What follows belongs to an exercise in optimizing a design on an open flow for small area; a production flow would make more cautious choices. Function was checked by simulation only, so behaviour that the tests miss may differ from the original. No driver is modelled on the clock port, so clock power and skew are understated where the tree is cut down; a real chip needs a root buffer or a tree. Power figures rest on the tool's default switching activity, not on a simulated workload.

// mtm_Alu
module mtm_Alu (
    input  wire clk,    
    input  wire rst_n,  
    input  wire sin,    
    output wire sout    
);
  reg  [3:0]  rcnt;    
  reg         rtype;   
  reg  [3:0]  dcnt;    
  reg  [3:0]  crc4;
  reg  [1:0]  op;      
  reg  [31:0] A;
  reg  [31:0] B;
  reg         pol;
  wire rpay     = !rcnt[3];
  wire rlast    = (rcnt == 4'd7);
  wire crc_bit  = (rtype && rcnt == 4'd0) ? 1'b1 : sin;
  wire crc_fb   = crc4[3] ^ crc_bit;
  wire [3:0] crc4_nx = {crc4[2:0], 1'b0} ^ {2'b00, crc_fb, crc_fb};
  wire recv_b   = rpay && !rtype && (dcnt[3:2] == 2'b00);
  wire recv_a   = rpay && !rtype && (dcnt[3:2] == 2'b01);
  wire ctl_end  = rlast && rtype;
  reg  [3:0]  tpos;
  reg  [2:0]  fidx;
  reg  [1:0]  err;     
  reg         cy;
  reg         fz;
  reg  [2:0]  crc3;
  wire t_idle   = (fidx == 3'd5);
  wire t_comp   = (fidx == 3'd7);
  wire t_ctl    = fidx[2] & !fidx[0];
  wire t_ectl   = t_ctl & fidx[1];
  wire t_act    = !t_idle && !t_comp;
  wire t_pay    = t_act && !tpos[3];
  wire t_data   = t_pay && !fidx[2];
  ...
==> module mtm_Alu, before the edit <==
module mtm_Alu (
    input  wire clk,    
    input  wire rst_n,  
    input  wire sin,    
    output wire sout    
);
  reg  [3:0]  rcnt;    
  reg         rtype;   
  reg  [3:0]  dcnt;    
  reg  [3:0]  crc4;
  reg  [1:0]  op;      
  reg  [31:0] A;
  reg  [31:0] B;
  reg         pol;
  wire rpay     = !rcnt[3];
  wire rlast    = (rcnt == 4'd7);
  wire crc_bit  = (rtype && rcnt == 4'd0) ? 1'b1 : sin;
  wire crc_fb   = crc4[3] ^ crc_bit;
  wire [3:0] crc4_nx = {crc4[2:0], 1'b0} ^ {2'b00, crc_fb, crc_fb};
  wire recv_b   = rpay && !rtype && (dcnt[3:2] == 2'b00);
  wire recv_a   = rpay && !rtype && (dcnt[3:2] == 2'b01);
  wire ctl_end  = rlast && rtype;
  reg  [3:0]  tpos;
  reg  [2:0]  fidx;
  reg  [1:0]  err;     
  reg         cy;
  reg         fz;
  reg  [2:0]  crc3;
  wire t_idle   = (fidx == 3'd5);
  wire t_comp   = (fidx == 3'd7);
  wire t_ctl    = fidx[2] & !fidx[0];
  wire t_ectl   = t_ctl & fidx[1];
  wire t_act    = !t_idle && !t_comp;
  wire t_pay    = t_act && !tpos[3];
  wire t_data   = t_pay && !fidx[2];
  wire trigger  = t_idle && rtype && rcnt == 4'd3;
  wire [3:0]  bd = B[3:0] ^ {4{pol}};
  wire        arith = op[1];
  wire        sub   = op[0];
  wire [3:0]  ad    = A[3:0] ^ {4{pol}};
  wire [3:0]  bx    = bd ^ {4{sub}};
  wire [4:0]  sum   = {1'b0, ad} + {1'b0, bx} + {4'b0, cy};
  wire [3:0]  lg    = sub ? (ad | bd) : (ad & bd);
  wire [3:0]  cd    = arith ? sum[3:0] : lg;
  wire        vd    = arith & ~(ad[3] ^ bx[3]) & (ad[3] ^ sum[3]);
  reg pbit;
  always @* begin
    if (!t_ectl) begin
      case (tpos[2:0])
        3'd0: pbit = 1'b0;
        3'd1: pbit = arith & (cy ^ sub);
        3'd2: pbit = err[1];
        3'd3: pbit = fz;
        3'd4: pbit = err[0];
        default: pbit = crc3[2];
      endcase
    end
    else begin
      case (tpos[2:0])
        3'd1, 3'd4: pbit = err[1] & err[0];
        3'd2, 3'd5: pbit = err[1] & ~err[0];
        3'd3, 3'd6: pbit = ~err[1] & err[0];
        default:    pbit = 1'b1;
      endcase
    end
  end
  wire tbit    = t_ctl ? pbit : (A[31] ^ pol);
  wire sin_p   = sin ^ pol;
  wire b_sr = recv_b;
  wire b_sc = t_comp && !recv_b;
  wire b_sh = !(t_comp || recv_b);
  wire [31:0] b_nx = ~(({32{b_sr}} & {B[30:0], sin_p}) |
                       ({32{b_sc}} & {B[3:0], B[31:4]}) |
                       ({32{b_sh}} & B));
  wire a_sc = t_comp;
  wire a_ss = !t_comp && (recv_a || t_data);
  wire a_sh = !(t_comp || recv_a || t_data);
  wire [31:0] a_nx = ~(({32{a_sc}} & {cd ^ {4{pol}}, A[31:4]}) |
                       ({32{a_ss}} & {A[30:0], sin_p}) |
                       ({32{a_sh}} & A));
  wire crc3_fb = crc3[2] ^ tbit;
  assign sout  = !t_act ? 1'b1 :
                 !tpos[3] ? tbit :
                 tpos[1] ? t_ctl : ~tpos[0];
  always @(posedge clk) begin
    if (!rst_n) begin
      rcnt <= 4'd8;
      dcnt <= 4'd0;
      crc4 <= 4'd0;
      fidx <= 3'd5;
    end
    else begin
      if (rcnt == 4'd8) begin
        if (!sin) rcnt <= 4'd9;
      end
      else if (rcnt == 4'd9)
        rcnt <= 4'd0;
      else
        rcnt <= rcnt + 4'd1;
      if (rpay)
        crc4 <= ctl_end ? 4'd0 : crc4_nx;
      if (rlast) begin
        if (rtype)
          dcnt <= 4'd0;
        else if (dcnt[3])
          dcnt[0] <= 1'b1;
        else
          dcnt <= dcnt + 4'd1;
      end
      if (trigger)
        fidx <= 3'd7;
      else if (!t_idle && tpos == 4'd8)
        fidx <= (t_comp && err != 2'b00) ? 3'd6 :
                (fidx == 3'd6) ? 3'd5 : fidx + 3'd1;
    end
  end
  always @(posedge clk) begin
    if (trigger)
      tpos <= 4'd1;
    else if (tpos == 4'd10)
      tpos <= 4'd0;
    else
      tpos <= tpos + 4'd1;
    if (rcnt == 4'd9)
      rtype <= sin;
    if (t_idle && rtype && (rcnt == 4'd1 || rcnt == 4'd3))
      op <= {op[0], sin};
    if (t_idle && rtype && rcnt == 4'd2)
      err <= {1'b0, sin};
    if (ctl_end && t_comp) begin
      if (dcnt != 4'd8)        err <= 2'b11;
      else if (crc4_nx != 0)   err <= 2'b10;
    end
    if (t_comp && tpos[3] && err == 2'b00)    
      err <= {vd, cd[3]};
    pol <= rst_n & ~pol;
    B <= b_nx;
    A <= a_nx;
    cy <= (trigger & op[0] & sin) | (t_comp & sum[4]) | (!trigger & !t_comp & cy);
    fz <= trigger | (fz & (!t_comp | (cd == 4'd0)));
    if (t_comp)
      crc3 <= 3'd0;
    else if (t_pay)
      crc3 <= {crc3[1:0], 1'b0} ^ {1'b0, crc3_fb, crc3_fb};
  end
endmodule
export LEC_CHECK = 0
export CAP_MARGIN = 20
export CORE_MARGIN = 2
export CORE_UTILIZATION = 70
export CTS_BUF_LIST = sky130_fd_sc_hd__clkbuf_8
export SLEW_MARGIN = 20
create_clock -name core_clock -period 10.0 [get_ports {clk}]
standard.sh (not shown) runs the stock make flow with config.mk's settings and CLKGATE_MAP_FILE= SYNTH_SCRIPT=/design/flow/synth_recipe.tcl, a recipe that flattens the netlist after the stock synthesis.
==> flow/flow/run.sh <==
#!/bin/bash
# The standard layout (standard.sh) with three changes:
#  - synthesis: ABC maps for area (flow/abc_area.script: strash; dch -f; amap)
#    instead of ORFS's delay-oriented script, and Yosys's half/full-adder
#    extraction and Kogge-Stone carry mapping are left out, so ABC sees all
#    logic. The registers are those of the standard synthesis (flip-flop
#    mapping is unchanged).
#  - clock tree: three clkbuf_16 buffers driven by the clock port, each
#    driving a third of the flip-flops (split by x position), built by
#    flow/mcts.tcl in place of TritonCTS; clock-tree timing repair as usual.
#  - port buffers: sky130_fd_sc_hd__buf_1.
# Each tool's full output goes to a log file in this folder.
set -euo pipefail
here=$(pwd)

# private copy of the ORFS scripts, with the synthesis changes
rm -rf "$here/scripts"
cp -r "$FLOW_HOME/scripts" "$here/scripts"
cp "$here/flow/abc_area.script" "$here/scripts/abc_speed.script"
sed -i 's/\[dont_use_adder_kinds\] ne "none"$/[dont_use_adder_kinds] ne "none" \&\& 0/' "$here/scripts/synth.tcl"
sed -i 's#"-extra-map $::env(FLOW_HOME)/platforms/common/lcu_kogge_stone.v"\]#""]#' "$here/scripts/synth.tcl"
grep -q 'ne "none" && 0' "$here/scripts/synth.tcl"
! grep -q 'lcu_kogge_stone' "$here/scripts/synth.tcl"

sed -i "s#^log_cmd clock_tree_synthesis {\*}\$cts_args#source $here/flow/mcts.tcl; manual_cts 3 sky130_fd_sc_hd__clkbuf_16; set_propagated_clock [all_clocks]#" "$here/scripts/cts.tcl"
grep -q "manual_cts 3" "$here/scripts/cts.tcl"
bash standard.sh "SCRIPTS_DIR=$here/scripts" \
  "BUFFER_PORTS_ARGS=-buffer_cell sky130_fd_sc_hd__buf_1" finish > standard_flow.log 2>&1
Other scripts of this flow, unchanged in this note and not shown: flow/flow/abc_area.script, flow/flow/mcts.tcl
==> next run, changes <==
--- a/flow/design.v
+++ b/flow/design.v
@@ -69,11 +69,11 @@
   wire sin_p   = sin ^ pol;
   wire b_sr = recv_b;
-  wire b_sc = t_comp && !recv_b;
-  wire b_sh = !(t_comp || recv_b);
+  wire b_sc = t_comp && !tpos[3];    
+  wire b_sh = !(b_sc || recv_b);
   wire [31:0] b_nx = ~(({32{b_sr}} & {B[30:0], sin_p}) |
                        ({32{b_sc}} & {B[3:0], B[31:4]}) |
                        ({32{b_sh}} & B));
   wire a_sc = t_comp;
-  wire a_ss = !t_comp && (recv_a || t_data);
+  wire a_ss = recv_a || t_data;
   wire a_sh = !(t_comp || recv_a || t_data);
   wire [31:0] a_nx = ~(({32{a_sc}} & {cd ^ {4{pol}}, A[31:4]}) |
Routed wire length decreases by a little under a tenth. Hold slack degrades by 0.0094 ns. Sequential cell count does not change. Core utilization is about the same. Global-route usage decreases by 1.9 points. Sequential power decreases by a few percent. Synthesized cell count decreases slightly. Die area decreases slightly. Final area barely changes. Clock skew decreases by 0.0082 ns.
No run of this note takes its clock network from TritonCTS; it comes from the design's own scripts or RTL.

## separate check: timing with driven ports
How much do the figures lean on ideal ports? The routed layouts below were timed once more, with nothing changed but the port constraints. Step 1: set_driving_cell puts a clkbuf_16 on clk and a buf_2 on each other input, an assumption about the parent block. Step 2 also shifts input and output timing later by t, the mid clock arrival at the registers, as if the neighbouring blocks saw the same clock. Three values: no drivers, after step 1, after step 2; two values: the first two.
| run | t (ns) | setup WS [ns] | clock arrival spread, ns | worst data-port slew with drivers (ns) |
|---|---|---|---|---|
| the first run | 0.228 | 5.565 / 5.505 / 5.733 | 0.014 / 0.014 | 0.03 |
| the second run | 0.224 | 5.596 / 5.537 / 5.761 | 0.007 / 0.006 | 0.03 |
After both steps every run listed still meets setup and hold.
